What follows belongs to an exercise in optimizing a design on an open flow for small area; a production flow would make more cautious choices.
Function was checked by simulation only, so behaviour that the tests miss may differ from the original.
No driver is modelled on the clock port, so clocking that relies on it looks cheaper here than on a real chip.
Power is estimated from default activity; no workload was simulated.

Setup of v30:
==> flow/design.v <==
module at21_ctrl
(
   clkin,
   reset,
   write,
   shift_bytes,
   datain,
   addr,
   read,
   read_sn,
   busy,
   data_valid,
   dataout,
   sdo,
   sdo_en,
   sdi
);
   input          clkin;
   input          reset;
   input          write;
   input          shift_bytes;
   input  [7:0]   datain;
   input  [6:0]   addr;
   input          read;
   input          read_sn;
   output         busy;
   output         data_valid;
   output [7:0]   dataout;
   output         sdo;
   output         sdo_en;
   input          sdi;
   localparam C_RESET = 3'd0;
   localparam C_START = 3'd1;
   localparam C_STOP  = 3'd2;
   localparam C_DEV   = 3'd4;    
   localparam C_MEM   = 3'd5;    
   localparam C_DIN   = 3'd6;    
   localparam C_DOUT  = 3'd7;    
   localparam A_IDLE  = 2'd0;    
   localparam A_LOAD  = 2'd1;    
   localparam A_S0    = 2'd2;    
   localparam A_S1    = 2'd3;    
   reg  [4:0] div;
   wire       en = div[4] & ~div[1] & ~div[0];
   always @(posedge clkin) begin
      if (reset | en)
         div <= 5'd0;
      else
         div <= {div[3:0], ~(div[4] ^ div[1])};
   end
   reg  [2:0] cls;
   reg  [2:0] aux;
   reg  [7:0] t;       
   reg        sn;      
   reg  [7:0] sb;      
   reg  [63:0] pbuf;   
   reg        busy;
   wire [3:0] tu = t[3:0];
   wire       c_reset = (cls == C_RESET);
   wire       c_start = (cls == C_START);
   wire       c_stop  = (cls == C_STOP);
   wire       c_bit   = cls[2];
   wire       c_dev   = (cls == C_DEV);
   wire       c_mem   = (cls == C_MEM);
   wire       c_din   = (cls == C_DIN);
   wire       c_dout  = (cls == C_DOUT);
   wire       s_wait  = ~aux[1];             
   wire       req     = c_start & (write | read | read_sn);
   reg term;
   always @* begin
      case (cls)
         C_RESET: term = &t[6:0];                         
         C_START: term = s_wait | (t[7] & t[4] & t[2] & t[0]);  
         C_STOP:  term = t[0];                            
         default: term = t[7] & (&tu);                    
      endcase
   end
   reg [2:0] cls_n;
   reg [2:0] aux_n;
   always @* begin
      cls_n = cls;
      aux_n = aux;
      case (cls)
         C_RESET: cls_n = C_START;   
         C_START: begin
            case (aux[1:0])
               A_IDLE: ;
               A_LOAD: aux_n[1:0] = A_S0;
               A_S0:   begin cls_n = C_DEV; aux_n[1:0] = 2'b00; end
               A_S1:   begin cls_n = C_DEV; aux_n[1:0] = 2'b01; end
            endcase
         end
         C_STOP: cls_n = C_START;    
         C_DEV: begin
            if (aux[1])
               begin cls_n = C_START; aux_n[1:0] = A_S0; end
            else if (aux[0])
               begin cls_n = C_DIN; aux_n = 3'd0; end
            else
               cls_n = C_MEM;
         end
         C_MEM: begin
            if (aux[2])
               begin cls_n = C_DOUT; aux_n = 3'd0; end
            else
               begin cls_n = C_START; aux_n[1:0] = A_S1; end
         end
         default: begin  
            if (&aux)
               cls_n = C_STOP;
            aux_n = aux + 3'd1;
         end
      endcase
   end
   always @(posedge clkin) begin
      if (reset | (en & term))
         t <= 8'd0;
      else
         t <= t + {7'd0, en};
   end
   always @(posedge clkin) begin
      if (reset) begin
         cls <= C_RESET;
         aux <= 3'd0;
         busy <= 1'b0;
      end
      else begin
         if (en) begin
            if (term) begin
               cls <= cls_n;
               aux <= aux_n;
            end
            if (c_reset && t[6:0] == 7'd108)
               busy <= sdi;
            if (c_start)
               busy <= aux[1];
         end
         if (req) begin
            aux[2] <= write;
            if (!(en && term && aux[1]))
               aux[1:0] <= A_LOAD;
            else
               aux[1:0] <= {1'b1, aux[0]};
         end
      end
   end
   always @(posedge clkin) begin
      if (req)
         sn <= ~(write | read);
   end
   wire dload = c_dout & en & (t == 8'd0);
   always @(posedge clkin) begin
      if (req)
         sb <= {1'b0, addr};
      else if (dload)
         sb <= pbuf[63:56];
      else if (en && ((c_din && tu == 4'd2) || ((c_mem || c_dout) && tu == 4'd15)))
         sb <= {sb[6:0], sdi};
   end
   assign data_valid = c_din & t[7] & ~(|tu) & ~(|div[2:0]);
   always @(posedge clkin) begin
      if (shift_bytes | dload | c_reset)
         pbuf <= {pbuf[55:0], (dload | c_reset) ? 8'h00 : datain};
   end
   assign dataout = sb;
   assign sdo = 1'b0;
   reg pat;
   always @* begin
      case (t[6:4])
         3'd0: pat = 1'b1;
         3'd2: pat = 1'b1;
         3'd3: pat = sn;
         3'd7: pat = aux[0];
         default: pat = 1'b0;
      endcase
   end
   wire b = t[7] ? (~c_din | (&aux)) : (c_din | (c_dev ? pat : (sb[7] & ~sn)));
   wire drv_bit = ~tu[3] & ((~tu[2] & ~tu[1]) | ~b);
   wire drv_rst = ~(t[6] & t[5]) | (t[6:1] == 6'b110100);
   assign sdo_en = ~reset & (c_bit ? drv_bit : (c_reset & drv_rst));
endmodule
export LEC_CHECK = 0
export CAP_MARGIN = 20
export CORE_MARGIN = 2
export CORE_UTILIZATION = 40
export SLEW_MARGIN = 20
create_clock -name core_clock -period 10.0 [get_ports {clkin}]
standard.sh (not shown) runs the stock make flow with config.mk's settings and CLKGATE_MAP_FILE= SYNTH_SCRIPT=/design/flow/synth_recipe.tcl, a recipe that flattens the netlist after the stock synthesis.
==> flow/flow/run.sh <==
#!/bin/bash
# Layout flow: the standard flow with three changes.
# - synthesis: the standard script, but ABC maps the logic for area with
#   several scripts (flow/area*.abc) and the smallest result is kept, and
#   Yosys's adder cells are not used (flow/synth.tcl);
# - the port buffers are the smallest buffer, buf_1;
# - the clock tree is built from clkbuf_4 without dummy loads, and
#   flow/cts_post.tcl upsizes the clock buffers whose load slew is high.
# Each make step's full log is in orfs/logs/; make's output is in synth.log
# and layout.log.
set -euo pipefail
W=$(pwd)
export MY_ABC_SCRIPTS="$(ls $W/flow/area*.abc | tr '\n' ' ')"
export BUFFER_PORTS_ARGS="-buffer_cell sky130_fd_sc_hd__buf_1"
export CTS_ARGS="-sink_clustering_enable -repair_clock_nets -dont_use_dummy_load -buf_list sky130_fd_sc_hd__clkbuf_4"
export POST_CTS_TCL=$W/flow/cts_post.tcl
sed "s#$W/synth_recipe.tcl#$W/flow/synth.tcl#" standard.sh > my_standard.sh
grep -q "$W/flow/synth.tcl" my_standard.sh
bash my_standard.sh synth > synth.log 2>&1
bash my_standard.sh > layout.log 2>&1
==> flow/flow/area1.abc <==
strash
&get -n
&deepsyn -J 200 -S 1
&put
dch -f
amap
topo
==> flow/flow/area10.abc <==
strash
&get -n
&deepsyn -J 200 -S 10
&put
dch -f
amap
topo
==> flow/flow/area11.abc <==
strash
&get -n
&deepsyn -J 200 -S 11
&put
dch -f
amap
topo
==> flow/flow/area12.abc <==
strash
&get -n
&deepsyn -J 200 -S 12
&put
dch -f
amap
topo
==> flow/flow/area13.abc <==
strash
&get -n
&deepsyn -J 200 -S 13
&put
dch -f
amap
topo
==> flow/flow/area14.abc <==
strash
&get -n
&deepsyn -J 200 -S 14
&put
dch -f
amap
topo
==> flow/flow/area15.abc <==
strash
&get -n
&deepsyn -J 200 -S 15
&put
dch -f
amap
topo
==> flow/flow/area16.abc <==
strash
&get -n
&deepsyn -J 200 -S 16
&put
dch -f
amap
topo
==> flow/flow/area17.abc <==
strash
&get -n
&deepsyn -J 200 -S 17
&put
dch -f
amap
topo
==> flow/flow/area18.abc <==
strash
&get -n
&deepsyn -J 200 -S 18
&put
dch -f
amap
topo
==> flow/flow/area19.abc <==
strash
&get -n
&deepsyn -J 200 -S 19
&put
dch -f
amap
topo
==> flow/flow/area2.abc <==
strash
&get -n
&deepsyn -J 200 -S 2
&put
dch -f
amap
topo
==> flow/flow/area20.abc <==
strash
&get -n
&deepsyn -J 200 -S 20
&put
dch -f
amap
topo
==> flow/flow/area3.abc <==
strash
&get -n
&deepsyn -J 200 -S 3
&put
dch -f
amap
topo
==> flow/flow/area4.abc <==
strash
&get -n
&deepsyn -J 200 -S 4
&put
dch -f
amap
topo
==> flow/flow/area5.abc <==
strash
&get -n
&deepsyn -J 200 -S 5
&put
dch -f
amap
topo
==> flow/flow/area6.abc <==
strash
&get -n
&deepsyn -J 200 -S 6
&put
dch -f
amap
topo
==> flow/flow/area7.abc <==
strash
&get -n
&deepsyn -J 200 -S 7
&put
dch -f
amap
topo
==> flow/flow/area8.abc <==
strash
&get -n
&deepsyn -J 200 -S 8
&put
dch -f
amap
topo
==> flow/flow/area9.abc <==
strash
&get -n
&deepsyn -J 200 -S 9
&put
dch -f
amap
topo
==> flow/flow/cts_post.tcl <==
set my_target 0.112
for {set it 0} {$it < 12} {incr it} {
  estimate_parasitics -placement
  set worst ""
  set wslew $my_target
  foreach inst [get_cells *] {
    set m [get_property $inst ref_name]
    if { $m ne "sky130_fd_sc_hd__clkbuf_4" } { continue }
    set out [get_pins -of_objects $inst -filter "direction == output"]
    foreach p [get_pins -of_objects [get_nets -of_objects $out] -filter "direction == input"] {
      set s [get_property $p slew_max]
      if { $s > $wslew } {
        set wslew $s
        set worst $inst
      }
    }
  }
  if { $worst eq "" } { break }
  puts "cts_post: [get_property $worst full_name] load slew $wslew: clkbuf_8"
  replace_cell $worst sky130_fd_sc_hd__clkbuf_8
}
detailed_placement
check_placement -verbose
estimate_parasitics -placement
==> flow/flow/synth.tcl <==
# synth_recipe.tcl with one change: ABC maps the combinational logic with
# each of the flow's area scripts (MY_ABC_SCRIPTS) in turn and the smallest
# result is kept. Registers are mapped before ABC, so they are unchanged.
proc synth {args} { yosys synth -nofsm -noshare {*}$args }
proc my_area {} {
  set s [tee -q -s result.string stat {*}$::lib_args]
  if { [regexp {Chip area for module[^:]*:\s*([0-9.]+)} $s -> a] } { return $a }
  return 1e18
}
proc my_abc {args} {
  set i [lsearch -exact $args -script]
  design -save my_pre_abc
  set best 1e18
  foreach scr $::env(MY_ABC_SCRIPTS) {
    design -load my_pre_abc
    if { [catch { yosys abc {*}[lreplace $args [expr {$i + 1}] [expr {$i + 1}] $scr] } err] } {
      puts "MY_ABC $scr failed: $err"
      continue
    }
    set a [my_area]
    puts "MY_ABC $scr area $a"
    if { $a < $best } {
      set best $a
      design -save my_best_abc
    }
  }
  design -load my_best_abc
  puts "MY_ABC best area $best"
}
# the preamble sets abc_args after importing Yosys's commands: replace abc then
proc my_hook {name1 name2 op} {
  if { [info commands abc] ne "" && [info commands my_orig_abc] eq "" } {
    rename abc my_orig_abc
    proc abc {args} { my_abc {*}$args }
  }
}
trace add variable ::abc_args write my_hook
# no adder cells: Yosys maps arithmetic to plain gates for ABC
set ::env(ADDER_MAP_FILE) ""
source $::env(SCRIPTS_DIR)/synth.tcl
# left out here: clear keep_hierarchy, flatten, clean up, hide names made inside functions, write 1_2_yosys.v
[inputs] v13 vs v30
diff --git a/flow/flow/run.sh b/flow/flow/run.sh
--- a/flow/flow/run.sh
+++ b/flow/flow/run.sh
@@ -4 +4,2 @@
-#   several scripts (flow/area*.abc) and the smallest result is kept, and
+#   several scripts (one ABC area flow with 30 different random
+#   seeds, written to abc/) and the smallest result is kept, and
@@ -13 +14,8 @@
-export MY_ABC_SCRIPTS="$(ls $W/flow/area*.abc | tr '\n' ' ')"
+# ABC area flow, one script per random seed of &deepsyn
+mkdir -p $W/abc
+MY_ABC_SCRIPTS=""
+for S in $(seq 1 30); do
+  printf 'strash\n&get -n\n&deepsyn -J 200 -S %d\n&put\ndch -f\namap\ntopo\n' $S > $W/abc/area$S.abc
+  MY_ABC_SCRIPTS="$MY_ABC_SCRIPTS $W/abc/area$S.abc"
+done
+export MY_ABC_SCRIPTS
removed: flow/flow/area1.abc
removed: flow/flow/area10.abc
removed: flow/flow/area11.abc
removed: flow/flow/area12.abc
removed: flow/flow/area13.abc
removed: flow/flow/area14.abc
removed: flow/flow/area15.abc
removed: flow/flow/area16.abc
removed: flow/flow/area17.abc
removed: flow/flow/area18.abc
removed: flow/flow/area19.abc
removed: flow/flow/area2.abc
removed: flow/flow/area20.abc
removed: flow/flow/area3.abc
removed: flow/flow/area4.abc
removed: flow/flow/area5.abc
removed: flow/flow/area6.abc
removed: flow/flow/area7.abc
removed: flow/flow/area8.abc
removed: flow/flow/area9.abc
### Flow results
Re area after synthesis: no difference whatsoever between v13 and v30. Setup slack came out exactly the same in v30 and v13. In terms of total routed wirelength, v13 and v30 differ only marginally. From v30 to v13, area of the die did not move at all. Looking at v30 and v13, the via count is a wash. Switching power summed over all nets of v13 is on par with v30. v30 -> v13: number of well taps delta 0, exact match. Between v30 and v13, the difference in internal reg-to-reg setup slack is negligible. Re clock-buffer cell count: no difference whatsoever between v13 and v30. ~same clock power in v30 and v13. The count of inserted antenna diode cells was comparable across v30 and v13.
Setup changes, v13 to v32
==> flow/flow/run.sh <==
#!/bin/bash
# Layout flow: the standard flow with three changes.
# - synthesis: the standard script, but ABC maps the logic for area with
#   several scripts (flow/area*.abc) and the smallest result is kept, and
#   Yosys's adder cells are not used (flow/synth.tcl);
# - the port buffers are the smallest buffer, buf_1;
# - the clock tree is built without dummy loads.
# Each make step's full log is in orfs/logs/; make's output is in synth.log
# and layout.log.
set -euo pipefail
W=$(pwd)
export MY_ABC_SCRIPTS="$(ls $W/flow/area*.abc | tr '\n' ' ')"
export BUFFER_PORTS_ARGS="-buffer_cell sky130_fd_sc_hd__buf_1"
export CTS_ARGS="-sink_clustering_enable -repair_clock_nets -dont_use_dummy_load"
sed "s#$W/synth_recipe.tcl#$W/flow/synth.tcl#" standard.sh > my_standard.sh
grep -q "$W/flow/synth.tcl" my_standard.sh
bash my_standard.sh synth > synth.log 2>&1
bash my_standard.sh > layout.log 2>&1
==> flow/flow/area1.abc (new file) <==
strash
&get -n
&deepsyn -J 200 -S 1
&put
dch -f
amap
topo
==> flow/flow/area2.abc (new file) <==
strash
&get -n
&deepsyn -J 200 -S 2
&put
dch -f
amap
topo
==> flow/flow/area3.abc (new file) <==
strash
&get -n
&deepsyn -J 200 -S 3
&put
dch -f
amap
topo
==> flow/flow/area4.abc (new file) <==
strash
&get -n
&deepsyn -J 200 -S 4
&put
dch -f
amap
topo
==> flow/flow/area5.abc (new file) <==
strash
&get -n
&deepsyn -J 200 -S 5
&put
dch -f
amap
topo
==> flow/flow/area6.abc (new file) <==
strash
&get -n
&deepsyn -J 200 -S 6
&put
dch -f
amap
topo
diff --git a/flow/flow/synth.tcl b/flow/flow/synth.tcl
--- a/flow/flow/synth.tcl
+++ b/flow/flow/synth.tcl
@@ -16,4 +16 @@
-    if { [catch { yosys abc {*}[lreplace $args [expr {$i + 1}] [expr {$i + 1}] $scr] } err] } {
-      puts "MY_ABC $scr failed: $err"
-      continue
-    }
+    yosys abc {*}[lreplace $args [expr {$i + 1}] [expr {$i + 1}] $scr]
removed: flow/flow/cts_post.tcl
Findings:
Die area, v13 and v32: higher on v32
Initial DRC count was higher in v32 than in v13.
The achievable clock frequency in v32 was higher than what v13 gave.
diff inputs: v32 => v42
diff --git a/flow/flow/run.sh b/flow/flow/run.sh
--- a/flow/flow/run.sh
+++ b/flow/flow/run.sh
@@ -7 +7,2 @@
-# - the clock tree is built without dummy loads.
+# - the clock tree is built from clkbuf_4 without dummy loads, and
+#   flow/cts_post.tcl upsizes the clock buffers whose load slew is high.
@@ -14 +15,2 @@
-export CTS_ARGS="-sink_clustering_enable -repair_clock_nets -dont_use_dummy_load"
+export CTS_ARGS="-sink_clustering_enable -repair_clock_nets -dont_use_dummy_load -buf_list sky130_fd_sc_hd__clkbuf_4"
+export POST_CTS_TCL=$W/flow/cts_post.tcl
==> flow/flow/area10.abc (new file) <==
strash
&get -n
&deepsyn -J 200 -S 10
&put
dch -f
amap
topo
==> flow/flow/area7.abc (new file) <==
strash
&get -n
&deepsyn -J 200 -S 7
&put
dch -f
amap
topo
==> flow/flow/area8.abc (new file) <==
strash
&get -n
&deepsyn -J 200 -S 8
&put
dch -f
amap
topo
==> flow/flow/area9.abc (new file) <==
strash
&get -n
&deepsyn -J 200 -S 9
&put
dch -f
amap
topo
==> flow/flow/cts_post.tcl (new file) <==
set my_target 0.110
for {set it 0} {$it < 4} {incr it} {
  estimate_parasitics -placement
  set changed 0
  foreach inst [get_cells *] {
    set m [get_property $inst ref_name]
    if { $m ne "sky130_fd_sc_hd__clkbuf_4" } { continue }
    set out [get_pins -of_objects $inst -filter "direction == output"]
    set mx 0
    foreach p [get_pins -of_objects [get_nets -of_objects $out] -filter "direction == input"] {
      set s [get_property $p slew_max]
      if { $s > $mx } { set mx $s }
    }
    if { $mx > $my_target } {
      puts "cts_post: [get_property $inst full_name] load slew $mx: clkbuf_8"
      replace_cell $inst sky130_fd_sc_hd__clkbuf_8
      incr changed
    }
  }
  if { $changed == 0 } { break }
}
detailed_placement
check_placement -verbose
estimate_parasitics -placement
diff --git a/flow/flow/synth.tcl b/flow/flow/synth.tcl
--- a/flow/flow/synth.tcl
+++ b/flow/flow/synth.tcl
@@ -16 +16,4 @@
-    yosys abc {*}[lreplace $args [expr {$i + 1}] [expr {$i + 1}] $scr]
+    if { [catch { yosys abc {*}[lreplace $args [expr {$i + 1}] [expr {$i + 1}] $scr] } err] } {
+      puts "MY_ABC $scr failed: $err"
+      continue
+    }
Notes after the runs:
| met3 layer usage reported by global route | v42 vs v32 | 0.16 points higher |. Per the comparison of v42 with v32, via count grew by about 0.34%; post-route DRC violation count held steady.
Relative to v42, the following input files were edited for v4:
==> flow/flow/cts_post.tcl <==
set my_target 0.112
for {set it 0} {$it < 12} {incr it} {
  estimate_parasitics -placement
  set worst ""
  set wslew $my_target
  foreach inst [get_cells *] {
    set m [get_property $inst ref_name]
    if { $m ne "sky130_fd_sc_hd__clkbuf_4" } { continue }
    set out [get_pins -of_objects $inst -filter "direction == output"]
    foreach p [get_pins -of_objects [get_nets -of_objects $out] -filter "direction == input"] {
      set s [get_property $p slew_max]
      if { $s > $wslew } {
        set wslew $s
        set worst $inst
      }
    }
  }
  if { $worst eq "" } { break }
  puts "cts_post: [get_property $worst full_name] load slew $wslew: clkbuf_8"
  replace_cell $worst sky130_fd_sc_hd__clkbuf_8
}
detailed_placement
check_placement -verbose
estimate_parasitics -placement
### Flow results
- v42 → v4: detailed-route wire length about even, first-pass GRT wire length neither gained nor lost much, overall power of the completed layout was more or less identical.
- v42 -> v4: relative contribution of combinational cells to total power flat
- As far as number of antenna violations at the first check in global routing goes, v4 and v42 are indistinguishable; the numbers are identical.

## static timing again, ports no longer ideal
The results above use ideal ports. As a check the final layouts listed here were re-extracted and re-timed, cells and wires unchanged.
Step 1 (the two cells are an assumption about what drives the block):
set clk [get_ports {clkin}]
set_driving_cell -lib_cell sky130_fd_sc_hd__clkbuf_16 $clk
set_driving_cell -lib_cell sky130_fd_sc_hd__buf_2 [delete_from_list [all_inputs] $clk]
Step 2, shift: input delay + t, output delay - t, t = (earliest + latest rising clock arrival at the registers) / 2. This alone moves slack from input paths to output paths.
Three values: ideal ports, drivers, drivers and shift; two values: the first two.
run	t, ns	setup slack, ns	hold slack, ns	worst data-port slew with drivers (ns)
v30	0.360	5.343 / 5.320 / 5.320	0.404 / 0.404 / 0.404	0.04
v13	0.360	5.343 / 5.320 / 5.320	0.404 / 0.404 / 0.404	0.04
v32	0.365	5.432 / 5.408 / 5.408	0.412 / 0.412 / 0.412	0.03
v42	0.368	5.432 / 5.409 / 5.409	0.413 / 0.413 / 0.413	0.03
v4	0.368	5.432 / 5.409 / 5.409	0.413 / 0.413 / 0.413	0.03
After both steps setup and hold are still met in every run listed. For v32, which loses most, drivers alone change the setup slack by -0.024 ns; drivers and shift together by -0.024 ns.
